Background: an optimization exercise with open tools, aiming at small area. Do not read the settings as production practice.
At most, simulation tests tie the RTL to the original design; equivalence was not proved.
The flow treats the clock pin as an ideal source, which a real chip does not have.
Power is estimated from default activity; no workload was simulated.

## timer_mary89
module timer_mary89(clock, reset, adjust, start_stop, mode, d5, d4, d3, d2, d1, d0);
Size: roughly 540 cells after synthesis, about 74 flip-flops, ~29 I/O pins, roughly 4600 um^2 of cells after synthesis.
clock: 5.0 ns
lec_check: 0
cap_margin: 20
core_margin: 2
core_utilization: 40
gpl_timing_driven: 0
slew_margin: 20
run.sh (not shown) runs the stock make flow with config.mk's settings and CLKGATE_MAP_FILE= SYNTH_SCRIPT=/design/flow/synth_recipe.tcl, a recipe that flattens the netlist after the stock synthesis.
Edit:
==> flow/flow/run.sh (new file) <==
#!/bin/bash
# Own layout flow: the standard ORFS flow (standard synthesis unchanged), with
# smaller port buffers and a clock tree built from small buffers without dummy loads.
set -euo pipefail
CTS="-sink_clustering_enable -repair_clock_nets -dont_use_dummy_load -buf_list sky130_fd_sc_hd__clkbuf_4 -sink_clustering_size 30 -sink_clustering_max_diameter 100"
bash standard.sh "CTS_ARGS=$CTS" "BUFFER_PORTS_ARGS=-buffer_cell sky130_fd_sc_hd__buf_1" finish > flow_orfs.log 2>&1
==> flow/standard.sh (new file) <==
#!/bin/bash
# synth_recipe.tcl (not shown) runs the flow's synth.tcl, then flattens the netlist and writes it again
# the make line also repeats each setting of config.mk as NAME=value (left out here)
make -C /OpenROAD-flow-scripts/flow DESIGN_CONFIG=/design/flow/config.mk WORK_HOME=/design/flow/orfs CLKGATE_MAP_FILE= SYNTH_SCRIPT=/design/flow/synth_recipe.tcl "${@:-finish}"
Settings changed: GPL_TIMING_DRIVEN 0 to default.
removed: flow/run.sh
Effect: The changed run completed with no timing, DRC or antenna violations. Clock skew goes up by 0.022 ns. Via count goes down by 2.8%. Power goes down by 22%.
Edit:
==> flow/run.sh (new file) <==
#!/bin/bash
# synth_recipe.tcl (not shown) runs the flow's synth.tcl, then flattens the netlist and writes it again
# the make line also repeats each setting of config.mk as NAME=value (left out here)
make -C /OpenROAD-flow-scripts/flow DESIGN_CONFIG=/design/flow/config.mk WORK_HOME=/design/flow/orfs CLKGATE_MAP_FILE= SYNTH_SCRIPT=/design/flow/synth_recipe.tcl finish
removed: flow/flow/run.sh
removed: flow/standard.sh
What happened: Core utilization climbs by 4.1 points. Count of clock-buffer cells in the layout climbs by 3. Non-clock buffer count climbs by 2. Cell count went up by 1.2%. Wire length climbs by 2.7%. Critical path depth decreases by 1. Fmax goes down by 4.2%. Die area does not change. Synthesized cell count is unchanged. Via count grows by 0.64%. Total power climbs by 27%.
Edit:
==> flow/flow/run.sh (new file) <==
#!/bin/bash
# Own layout flow: the standard ORFS flow (standard synthesis unchanged), with
# buf_1 port buffers and a clock tree of small buffers without dummy loads.
set -euo pipefail
CTS="-sink_clustering_enable -repair_clock_nets -dont_use_dummy_load -buf_list sky130_fd_sc_hd__clkbuf_8 -sink_clustering_size 30 -sink_clustering_max_diameter 100"
bash standard.sh "CTS_ARGS=$CTS" "BUFFER_PORTS_ARGS=-buffer_cell sky130_fd_sc_hd__buf_1"  finish > flow_orfs.log 2>&1
==> flow/standard.sh (new file) <==
#!/bin/bash
# synth_recipe.tcl (not shown) runs the flow's synth.tcl, then flattens the netlist and writes it again
# the make line also repeats each setting of config.mk as NAME=value (left out here)
make -C /OpenROAD-flow-scripts/flow DESIGN_CONFIG=/design/flow/config.mk WORK_HOME=/design/flow/orfs CLKGATE_MAP_FILE= SYNTH_SCRIPT=/design/flow/synth_recipe.tcl "${@:-finish}"
removed: flow/run.sh
=> Final cell count falls by 1.1%. Sequential share of layout area rises by 2.6 points. Setup slack improved by 0.27 ns. Global-route usage falls by 1.1 points. Fmax rises by 6.6%. Utilization falls by 3.6 points. Design area falls by 7.4%. Sequential cell count is unchanged. Via count falls by 0.85%. Routed wire length falls by 2.9%. Synthesized cell count does not change.
No functional check of the RTL was part of any run of this note.

---

timer_mary89, a different RTL version from the one above (not shown whole).
For scale: about 73 flip-flops, ~29 I/O pins, ~3900 um^2 of cells after synthesis.
clock: 5.0 ns
lec_check: 0
cap_margin: 20
core_margin: 2
core_utilization: 70
slew_margin: 20
standard.sh (not shown) runs the stock make flow with config.mk's settings and CLKGATE_MAP_FILE= SYNTH_SCRIPT=/design/flow/synth_recipe.tcl, a recipe that flattens the netlist after the stock synthesis.
==> flow/flow/run.sh <==
#!/bin/bash
# Own layout flow: the standard ORFS flow with the standard synthesis unchanged, and:
# * port buffers of the smallest buffer (buf_1) instead of the resizer's default choice;
# * timing-driven placement keeps no resizer buffers (GPL_KEEP_OVERFLOW=0);
# * the clock tree built by hand before CTS (flow/man_cts.tcl): the flip-flops are split by
#   position into groups, one per buffer in BUFS, with sizes in proportion to the buffers'
#   strength; each group is driven by its buffer, fed straight from the clock port.
#   TritonCTS skips those nets. Every register gets the same one-buffer clock path.
# Each step's full output goes to the ORFS logs (orfs/logs/...) and to flow_orfs.log here.
set -euo pipefail
here=$(pwd)
BUFS="sky130_fd_sc_hd__clkbuf_16 sky130_fd_sc_hd__clkbuf_16 sky130_fd_sc_hd__clkbuf_8"
CTS="-sink_clustering_enable -repair_clock_nets -dont_use_dummy_load -buf_list sky130_fd_sc_hd__clkbuf_8"
bash standard.sh "CTS_ARGS=$CTS" "PRE_CTS_TCL=$here/flow/man_cts.tcl" \
  "BUFFER_PORTS_ARGS=-buffer_cell sky130_fd_sc_hd__buf_1" GPL_KEEP_OVERFLOW=0 "MAN_CTS_BUFS=$BUFS" finish > flow_orfs.log 2>&1
Other scripts of this flow, unchanged in this note and not shown: flow/flow/man_cts.tcl
==> next run, changes <==
--- a/flow/flow/run.sh
+++ b/flow/flow/run.sh
@@ -15 +15 @@
-  "BUFFER_PORTS_ARGS=-buffer_cell sky130_fd_sc_hd__buf_1" GPL_KEEP_OVERFLOW=0 "MAN_CTS_BUFS=$BUFS" finish > flow_orfs.log 2>&1
+  "BUFFER_PORTS_ARGS=-buffer_cell sky130_fd_sc_hd__buf_1" GPL_KEEP_OVERFLOW=0 RECOVER_POWER=100 "MAN_CTS_BUFS=$BUFS" finish > flow_orfs.log 2>&1
Effect:
- area after synthesis is unchanged
- routed wire length decreases slightly
- setup slack degrades by 0.0049 ns
- utilization fell by 0.53 points
- sequential power is about the same

---

Another version of the RTL of timer_mary89 (not shown whole).
Size: roughly 73 flip-flops, roughly 29 I/O pins, about 4000 sq um of cells after synthesis.
clock: 5.0 ns
lec_check: 0
cap_margin: 20
core_margin: 2
core_utilization: 80
slew_margin: 20
==> flow/flow/run.sh <==
#!/bin/bash
# Own layout flow: the standard ORFS flow with the standard synthesis unchanged, and:
# * port buffers of the smallest buffer (buf_1) instead of the resizer's default choice;
# * timing-driven placement keeps no resizer buffers (GPL_KEEP_OVERFLOW=0);
# * the clock tree built by hand before CTS (flow/man_cts.tcl): the flip-flops split by
#   position into 3 equal groups, each driven by one clkbuf_16 fed from the clock port;
#   TritonCTS skips those nets. Every register gets the same one-buffer clock path.
# Each step's full output goes to the ORFS logs (orfs/logs/...) and to flow_orfs.log here.
set -euo pipefail
here=$(pwd)
BUFS="sky130_fd_sc_hd__clkbuf_16 sky130_fd_sc_hd__clkbuf_16 sky130_fd_sc_hd__clkbuf_8"
CTS="-sink_clustering_enable -repair_clock_nets -dont_use_dummy_load -buf_list sky130_fd_sc_hd__clkbuf_8"
bash standard.sh "CTS_ARGS=$CTS" "PRE_CTS_TCL=$here/flow/man_cts.tcl" \
  "BUFFER_PORTS_ARGS=-buffer_cell sky130_fd_sc_hd__buf_1" GPL_KEEP_OVERFLOW=0 "MAN_CTS_BUFS=$BUFS" finish > flow_orfs.log 2>&1
Other scripts of this flow, unchanged in this note and not shown: flow/flow/man_cts.tcl
The baseline finished with timing, DRC and antenna clean.
Then changed:
CAP_MARGIN = 0   (was 20)
CORE_UTILIZATION = 70   (was 80)
SLEW_MARGIN = 0   (was 20)
Outcome:
- hold slack is worse by 0.0098 ns
- design area is about the same
- sequential share of layout area is about the same
- utilization came out lower by 12 points
- total power decreases by 1.2%
- final cell count went up by about 0.35%
- sequential power is about the same
No run of this note included a check of the RTL's function; only the layout flow was run.

---

timer_mary89 again, from the RTL that the note above started with.
clock: 5.0 ns
lec_check: 0
cap_margin: 20
core_margin: 2
core_utilization: 70
slew_margin: 20
==> flow/flow/run.sh <==
#!/bin/bash
# Own layout flow: the standard ORFS flow with the standard synthesis unchanged, and:
# * port buffers of the smallest buffer (buf_1) instead of the resizer's default choice;
# * timing-driven placement keeps no resizer buffers (GPL_KEEP_OVERFLOW=0);
# * the clock tree built by hand before CTS (flow/man_cts.tcl): the flip-flops split by
#   position into 3 equal groups, each driven by one clkbuf_16 fed from the clock port;
#   TritonCTS skips those nets. Every register gets the same one-buffer clock path.
# Each step's full output goes to the ORFS logs (orfs/logs/...) and to flow_orfs.log here.
set -euo pipefail
here=$(pwd)
BUFS="sky130_fd_sc_hd__clkbuf_16 sky130_fd_sc_hd__clkbuf_16 sky130_fd_sc_hd__clkbuf_16"
CTS="-sink_clustering_enable -repair_clock_nets -dont_use_dummy_load -buf_list sky130_fd_sc_hd__clkbuf_8"
bash standard.sh "CTS_ARGS=$CTS" "PRE_CTS_TCL=$here/flow/man_cts.tcl" \
  "BUFFER_PORTS_ARGS=-buffer_cell sky130_fd_sc_hd__buf_1" GPL_KEEP_OVERFLOW=0 "MAN_CTS_BUFS=$BUFS" finish > flow_orfs.log 2>&1
Other scripts of this flow, unchanged in this note and not shown: flow/flow/man_cts.tcl
Rerun with:
--- a/flow/flow/run.sh
+++ b/flow/flow/run.sh
@@ -9,5 +9,5 @@
 set -euo pipefail
 here=$(pwd)
-BUFS="sky130_fd_sc_hd__clkbuf_16 sky130_fd_sc_hd__clkbuf_16 sky130_fd_sc_hd__clkbuf_16"
+BUFS="sky130_fd_sc_hd__clkbuf_16 sky130_fd_sc_hd__clkbuf_16 sky130_fd_sc_hd__clkbuf_8"
 CTS="-sink_clustering_enable -repair_clock_nets -dont_use_dummy_load -buf_list sky130_fd_sc_hd__clkbuf_8"
 bash standard.sh "CTS_ARGS=$CTS" "PRE_CTS_TCL=$here/flow/man_cts.tcl" \
Outcome: The new run finished with timing, DRC and antenna clean; first-iteration DRC count decreases by about 10%; power decreases by about 0.8%; die area is unchanged; setup slack got worse by 0.057 ns; fmax decreases by about 1.5%; area after synthesis is unchanged; cell count stays the same.
No run of this note included a check of the RTL's function; only the layout flow was run.

-- afterwards: timing with drivers on the ports --
The results above use ideal ports. As a check the final layouts listed here were re-extracted and re-timed, cells and wires unchanged.
Step 1 sets driving cells, clkbuf_16 on the clock port and buf_2 on the other inputs (assumed; they add their load-dependent delay and slew).
Step 2 moves the port delays by t, midway between the first and last clock arrival at a register: inputs arrive t later, outputs are due t later. That takes back most of the time a late clock gives input paths.
Three values: ideal, step 1, step 2; two values: the first two.
run | t (ns) | setup slack, ns | clock arrival spread, ns
the first run of note 1 | 0.376 | 0.551 / 0.516 / 0.891 | 0.009 / 0.009
the second run of note 1 | 0.449 | 0.841 / 0.810 / 1.259 | 0.031 / 0.031
the third run of note 1 | 0.389 | 0.660 / 0.621 / 1.010 | 0.008 / 0.008
the fourth run of note 1 | 0.376 | 0.929 / 0.896 / 1.272 | 0.021 / 0.020
the first run of note 2 | 0.222 | 1.273 / 1.212 / 1.433 | 0.018 / 0.017
the second run of note 2 | 0.220 | 1.268 / 1.207 / 1.427 | 0.017 / 0.016
the first run of note 3 | 0.220 | 0.895 / 0.833 / 1.053 | 0.025 / 0.025
the second run of note 3 | 0.225 | 1.177 / 1.114 / 1.338 | 0.018 / 0.017
the first run of note 4 | 0.221 | 1.113 / 1.050 / 1.271 | 0.011 / 0.011
the second run of note 4 | 0.225 | 1.056 / 0.992 / 1.217 | 0.016 / 0.016
After both steps setup and hold are still met in every run listed.
